From an optimization exercise on the open Yosys and OpenROAD flow, aimed at small area, a short achievable clock period and few clock cycles; shortcuts taken in it are not production practice. In this exercise RTL edits were held to simulation tests only and were not proved equivalent to the original. No activity file was given, so power comes from the tool's default toggle rates.

$ cat flow/config.mk
export PLATFORM = sky130hd
export DESIGN_NAME = MPQ
export DESIGN_NICKNAME = MPQ
export VERILOG_FILES = /design/flow/design.v
export SDC_FILE = /design/flow/constraint.sdc
export NUM_CORES = 4
export LEC_CHECK = 0
export CAP_MARGIN = 20
export CORE_MARGIN = 2
export CORE_UTILIZATION = 30
export PLACE_DENSITY = 0.5
export SLEW_MARGIN = 20
$ cat flow/constraint.sdc
create_clock -name core_clock -period 7.0 [get_ports {clk}]
set_input_delay 1.4000 -clock core_clock [delete_from_list [all_inputs] [get_ports {clk}]]
set_output_delay 1.4000 -clock core_clock [all_outputs]
set_load 0.01 [all_outputs]
$ cat flow/design.v
module MPQ(clk,rst,data_valid,data,cmd_valid,cmd,index,value,busy,RAM_valid,RAM_A,RAM_D,done);
input clk;
input rst;
input data_valid;
input [7:0] data;
input cmd_valid;
input [2:0] cmd;
input [7:0] index;
input [7:0] value;
output reg busy;
output reg RAM_valid;
output reg [7:0] RAM_A;
output reg [7:0] RAM_D;
output reg done;
localparam S_LOAD = 3'd0, S_IDLE = 3'd1, S_PRE = 3'd2, S_R1 = 3'd3,
           S_R2 = 3'd4, S_R3 = 3'd5, S_WR = 3'd6;
localparam C_BUILD = 3'd0, C_EXT = 3'd1, C_INC = 3'd2, C_INS = 3'd3, C_WR = 3'd4;
reg [2:0] st;
reg [3:0] cnt;     
reg [3:0] m;       
reg [3:0] rsel;    
reg [7:0] valr;    
reg [2:0] cr;      
reg       pend;    
reg       fixed;   
reg [119:0] A;
wire [7:0] a0 = A[7:0],   a1 = A[15:8],   a2 = A[23:16],  a3 = A[31:24];
wire [7:0] a4 = A[39:32], a5 = A[47:40],  a6 = A[55:48],  a7 = A[63:56];
wire [7:0] a8 = A[71:64], a9 = A[79:72],  a10 = A[87:80], a11 = A[95:88];
wire [7:0] a12 = A[103:96], a13 = A[111:104], a14 = A[119:112];
function [23:0] step;
	input [7:0] U, L, R;
	input lok, rok, en, frc;
	reg sl, sr;
	begin
		sl = en & lok & (L > U) & ((L >= R) | frc);
		sr = en & rok & (R > U) & ~(L >= R);
		step = sl ? {L, U, R} : (sr ? {R, L, U} : {U, L, R});
	end
endfunction
wire is_cmd = (cmd <= 3'd4);
wire issue  = is_cmd & ((st == S_IDLE) | (st == S_R2));
wire en1 = (st == S_R2) | (st == S_R3);
wire en0 = (st == S_R2);
wire en2 = (st == S_R1) | (st == S_R3);
wire r1ext = (st == S_R1) & (cr == C_EXT);
wire [6:0] lok, rok;
genvar g;
generate
	for (g = 0; g < 7; g = g + 1) begin : okg
		assign lok[g] = (2*g+1 <= m);
		assign rok[g] = (2*g+2 <= m);
	end
endgenerate
wire f3 = r1ext & (rsel == 4'd8);
wire f4 = r1ext & (rsel == 4'd10);
wire f5 = r1ext & (rsel == 4'd12);
wire f6 = r1ext & (rsel == 4'd14);
wire [23:0] s1 = step(a1, a3, a4, lok[1], rok[1], en1, 1'b0);
wire [23:0] s2 = step(a2, a5, a6, lok[2], rok[2], en1, 1'b0);
wire [23:0] s0 = step(a0, s1[23:16], s2[23:16], lok[0], rok[0], en0, 1'b0);
wire [23:0] s3 = step(s1[15:8], a7,  a8,  lok[3], rok[3], en2, f3);
wire [23:0] s4 = step(s1[7:0],  a9,  a10, lok[4], rok[4], en2, f4);
wire [23:0] s5 = step(s2[15:8], a11, a12, lok[5], rok[5], en2, f5);
wire [23:0] s6 = step(s2[7:0],  a13, a14, lok[6], rok[6], en2, f6);
wire [119:0] N = {s6[7:0], s6[15:8], s5[7:0], s5[15:8], s4[7:0], s4[15:8],
                  s3[7:0], s3[15:8], s6[23:16], s5[23:16], s4[23:16], s3[23:16],
                  s0[7:0], s0[15:8], s0[23:16]};
reg [7:0] rd;
always @(*) begin
	case (rsel)
		4'd0: rd = a0;   4'd1: rd = a1;   4'd2: rd = a2;   4'd3: rd = a3;
		4'd4: rd = a4;   4'd5: rd = a5;   4'd6: rd = a6;   4'd7: rd = a7;
		4'd8: rd = a8;   4'd9: rd = a9;   4'd10: rd = a10; 4'd11: rd = a11;
		4'd12: rd = a12; 4'd13: rd = a13; default: rd = a14;
	endcase
end
wire start = (st == S_PRE) | ((st == S_R3) & pend);
wire wval  = (start & (cr == C_INS)) | ((st == S_PRE) & (cr == C_INC) & (valr > rd));
reg [119:0] An;
integer k;
always @(*) begin
	An = N;
	for (k = 0; k < 15; k = k + 1) begin
		if (st == S_LOAD && cnt == k)
			An[8*k +: 8] = data;
		else if (wval && rsel == k)
			An[8*k +: 8] = valr;
		else if (r1ext && rsel == k)
			An[8*k +: 8] = 8'd0;
		else if (r1ext && k == 0)
			An[8*k +: 8] = rd;
	end
end
always @(posedge clk) begin
	A[95:0] <= An[95:0];
end
always @(posedge clk or posedge rst) begin
	if (rst) A[119:96] <= 24'd0;
	else     A[119:96] <= An[119:96];
end
reg [2:0] nst;
always @(*) begin
	nst = st;
	case (st)
		S_LOAD: if (cnt == 4'd11) nst = S_IDLE;
		S_IDLE: if (is_cmd) begin
			case (cmd)
				C_BUILD: nst = fixed ? S_R2 : S_R1;
				C_WR:    nst = S_WR;
				default: nst = S_PRE;
			endcase
		end
		S_PRE:  nst = ((cr == C_INC) && fixed && rsel <= 4'd6) ? S_R2 : S_R1;
		S_R1:   nst = S_R2;
		S_R2:   nst = S_R3;
		S_R3:   if (pend) begin
			case (cr)
				C_BUILD: nst = S_R2;
				C_INC:   nst = S_PRE;
				C_WR:    nst = S_WR;
				default: nst = S_R1;
			endcase
		end else nst = S_IDLE;
		S_WR:   if (RAM_A[3:0] == m) nst = S_LOAD;
		default: nst = S_LOAD;
	endcase
end
always @(posedge clk or posedge rst) begin
	if (rst) begin
		st <= S_LOAD;
		cnt <= 4'd0;
		m <= 4'd11;
		rsel <= 4'd0;
		valr <= 8'd0;
		cr <= 3'd0;
		pend <= 1'b0;
		fixed <= 1'b0;
		busy <= 1'b1;
		RAM_valid <= 1'b0;
		RAM_A <= 8'd0;
		RAM_D <= 8'd0;
		done <= 1'b0;
	end else begin
		st <= nst;
		busy <= ~((nst == S_IDLE) | (nst == S_R2));
		done <= 1'b0;
		if (st == S_LOAD) begin
			cnt <= cnt + 4'd1;
			fixed <= 1'b0;
			if (cnt == 4'd11) m <= 4'd11;
		end else
			cnt <= 4'd0;
		if (st == S_R3) begin
			fixed <= 1'b1;
			pend <= 1'b0;
		end
		if (issue) begin
			cr <= cmd;
			valr <= value;
			if (st == S_R2) pend <= 1'b1;
			case (cmd)
				C_EXT:   rsel <= m;
				C_INC:   rsel <= index[3:0];
				C_INS:   rsel <= m + 4'd1;
				default: rsel <= 4'd1;
			endcase
			if (cmd == C_WR) begin
				RAM_valid <= 1'b1;
				RAM_A <= 8'd0;
				RAM_D <= N[7:0];
			end
		end
		if (start) begin
			if (cr == C_INS) m <= m + 4'd1;
			if (cr == C_EXT) m <= m - 4'd1;
		end
		if (st == S_R3 && pend && cr == C_WR) begin
			RAM_A <= 8'd1;
			RAM_D <= N[15:8];
			rsel <= 4'd2;
		end
		if (st == S_WR) begin
			if (RAM_A[3:0] == m) begin
				RAM_valid <= 1'b0;
				done <= 1'b1;
			end else begin
				RAM_A <= RAM_A + 8'd1;
				RAM_D <= rd;
				rsel <= rsel + 4'd1;
			end
		end
	end
end
endmodule
$ cat flow/run.sh
#!/bin/bash
# synth_recipe.tcl (not shown) runs the flow's synth.tcl, then flattens the netlist and writes it again
# the make line also repeats each setting of config.mk as NAME=value (left out here)
make -C /OpenROAD-flow-scripts/flow DESIGN_CONFIG=/design/flow/config.mk WORK_HOME=/design/flow/orfs CLKGATE_MAP_FILE= SYNTH_SCRIPT=/design/flow/synth_recipe.tcl finish
==> results.txt <==
==> worst paths after layout <==
kind | cells past startpoint | to | start
min in group asynchronous | 2 | RAM_A[5] | rst
setup reg to reg | 16 | RAM_D[3] | m[1]
hold / removal | 2 | RAM_valid | RAM_valid
max in group asynchronous | 3 | A[96] | rst
setup / recovery | 16 | RAM_D[3] | m[1]
hold reg to reg | 2 | RAM_valid | RAM_valid
==> worst max-delay path: stages, from the launching register on <==
cell and delay (ps):
dfstp_2 710, ha_1 530, o21ai_1 140, nand2_1 80, o21ai_0 120, a2111oi_4 800, mux2i_1 380, nand2_1 90
o21ai_1 310, ha_1 330, a211oi_1 210, o21ai_0 160, a211oi_1 490, o311a_1 630, nor2_1 140, a221oi_1 470
a22oi_1 160
==> flip-flops by register name, indices dropped and copies added (netlist names), 4 cells and up <==
register and cells:
rsel 4, RAM_A 8, m 4, cnt 4, RAM_D 8, valr 8, A 120
==> cell type report <==
class	count	area [µm²]
fill	5243	32900
clock inverter	13	200
multi-input combinational	1418	10100
clock buffer	19	454
inverter	123	463
tap	672	841
sequential	167	4110
timing repair buffer	97	831
==> metrics by stage <==
| step | worst slack (ps) | instances | instance area [µm²] |
|---|---|---|---|
| after global placement | 1180 | 2477 | 16400 |
| after CTS | 1200 | 2509 | 17000 |
| after global routing | 595 | 2509 | 17000 |
| final | 1100 | 2509 | 17000 |
| after floorplan | 2490 | 1813 | 15100 |
| after detailed placement | 1230 | 2477 | 16400 |
==> logic make-up (layout without fill, tap and decap cells) <==
| family | after synthesis | in the layout | synth area share, % |
|---|---|---|---|
| buffers and inverters | 228 | 252 | 6.00 |
| adders and majority gates | 190 | 190 | 15.7 |
| muxes | 63 | 63 | 4.39 |
| DFF | 167 | 167 | 27.1 |
| AOI/OAI and AO/OA | 641 | 641 | 29.9 |
| xor gates and xnor gates | 15 | 15 | 0.869 |
| and+or+nand+nor | 509 | 509 | 16.0 |
==> routing by layer <==
metal	part of all wire (%)	track usage, %	vias to the layer above
li1	-	-	6912
met1	43	36.0	7648
met2	42	39.2	907
met3	9.9	5.54	194
met4	4.8	11.8	4
met5	0.039	0	-
==> placed cells by master, fill, tap and decap left out, types with 42 or more instances in the layout <==
cell type | synthesis | layout
o21ai_1 | 57 | 59
dfxtp_1 | 56 | 56
buf_4 | 5 | 54
inv_1 | 123 | 122
o21ai_0 | 96 | 94
nor2_1 | 144 | 143
clkdlybuf4s50_1 | 0 | 42
nand3_1 | 49 | 49
a22oi_1 | 78 | 78
mux2i_1 | 45 | 45
dfrtp_1 | 67 | 66
nand2_1 | 138 | 138
ha_1 | 190 | 190
a21oi_1 | 97 | 97
==> report_power, final <==
group	internal, mW	leakage [nW]	switching, mW
sequential	1.41	1.74	0.814
clock	0.651	0.303	0.446
combinational	2.37	5.08	3.95
total	4.44	7.12	5.21
==> impl_metrics.csv <==
group,metric,value,unit
clock_network,cts.sinks,167,
yosys,synth_common_cells,"ha_1, nor2_1, nand2_1, inv_1, a21oi_1",
detailed_routing,routed_wl,69300,µm
placement,place_congestion,0.967,
grt,grt_max_degree,60,
critical_path,arrival,6230,ps
floorplan,die_y,229,µm
yosys,ys_seq_elements,167,
hold_path,hold_class,"flop to flop",
yosys,synthTopCellsByArea,"ha_1, dfrtp_1, edfxtp_1",
timing,worst_slew_margin_rel,17.9,%
clock_network,h-tree-depth,4,
grt,grt_overflow,0,
detailed_routing,drtIter0Drc,2133,
yosys,synth_warnings,1,
yosys,ys_types,91,
floorplan,core,50000,µm²
power_and_ir_drop,p_leak,7.12,nW
yosys,syn_area,15100,µm²
cells_and_area,nNetsFinal,2045,
clock_network,cts_resized,0,
cells_and_area,drive_above_1_share,7.40,%
outcome,status,"complete, no violations",
yosys,ys_seq_area_share,27.1,%
detailed_routing,vias,15665,
clock_network,clk_root_buffer_cell,"clkbuf_16",
clock_network,cts_buffers,17,
cells_and_area,area_growth,12.6,%
detailed_routing,drc,0,
yosys,synth_area_leader_cell,"ha_1",
detailed_routing,dr.pass1.iters,9,
detailed_routing,drt-wirelength-per-cell,27.6,µm
yosys,synth_top_area_share,15.7,%
critical_path,critPathLaunchType,"flop",
critical_path,r2r_setup_slack,1100,ps
floorplan,ios,50,
run,cap_violations,0,
detailed_routing,via_per_inst,6.24,
grt,track_usage,26.2,%
critical_path,cp.required,7330,ps
power_and_ir_drop,vdd_drop_max,0.215,mV
power_and_ir_drop,powerDensity,567,nW/µm²
critical_path,crit_type,"flop to flop",
detailed_routing,antenna_left,0,
clock_network,clk_latency,470,ps
timing,setup_viol,0,
timing,fmaxAchievable,170,MHz
grt,antenna_found_initial,2,
yosys,synth_most_common_cell,"ha_1",
critical_path,path_max_fanout,11,
yosys,syn_nets,2034,
timing,worst_pin_slew,1230,ps
timing,tns,0,ps
floorplan,row_count,82,
floorplan,start_util,30.3,%
floorplan,dieArea,52200,µm²
yosys,synth_edf_count,40,
cells_and_area,antenna_cells,0,
yosys,async_flop_share,42.5,%
placement,post-dp-hpwl,51200,µm
critical_path,critPathCaptureType,"flop",
floorplan,die_x,229,µm
clock_network,cts_tree,"yes",
grt,grt_pass1_vias,15179,
timing,hold_viol_final,0,
clock_network,hold_buffers,0,
clock_network,clockBufferDepth,2,
power_and_ir_drop,finalPower,9.65,mW
timing,rsz0062_at_grt,"no",
yosys,syn_avg_cell_area,8.34,µm²
cells_and_area,finalCoreUtilization,34.1,%
timing,period_share,84.3,%
timing,drv_slew,0,
yosys,synthCells,1813,
grt,grt_pass1_wl,102000,µm
timing,whs,495,ps
placement,port_buffers,43,
clock_network,cts_setup_buffers,0,
yosys,ys.flop_type,"dfrtp_1",
timing,fin_crit,5900,ps
timing,fin_skew,8.05,ps
clock_network,path_clk_slew,70,ps
Testbench counts, summed over its fixed seeds: cycles 10,421.

==> static timing again, ports no longer ideal <==
The flow's constraints put no driver on any port. The routed layout listed below was extracted and timed again, unchanged, in two steps. Step 1 sets driving cells, clkbuf_16 on the clock port and buf_2 on the other inputs (assumed; they add their load-dependent delay and slew). Step 2 moves the port delays by t, midway between the first and last clock arrival at a register: inputs arrive t later, outputs are due t later. That takes back most of the time a late clock gives input paths. a / b / c = ideal ports / drivers / drivers and shift; a / b = the first two.
t (ns): 0.512
setup WS [ns]: 1.101 / 1.101 / 1.101
worst setup path at the end: register to register
worst data-port slew with drivers (ns): 0.05
pins driven straight from the clock port: 1
After both steps this run still meets setup and hold. The setup slack of this run moves by 0.000 ns with the drivers and by 0.000 ns with both steps.
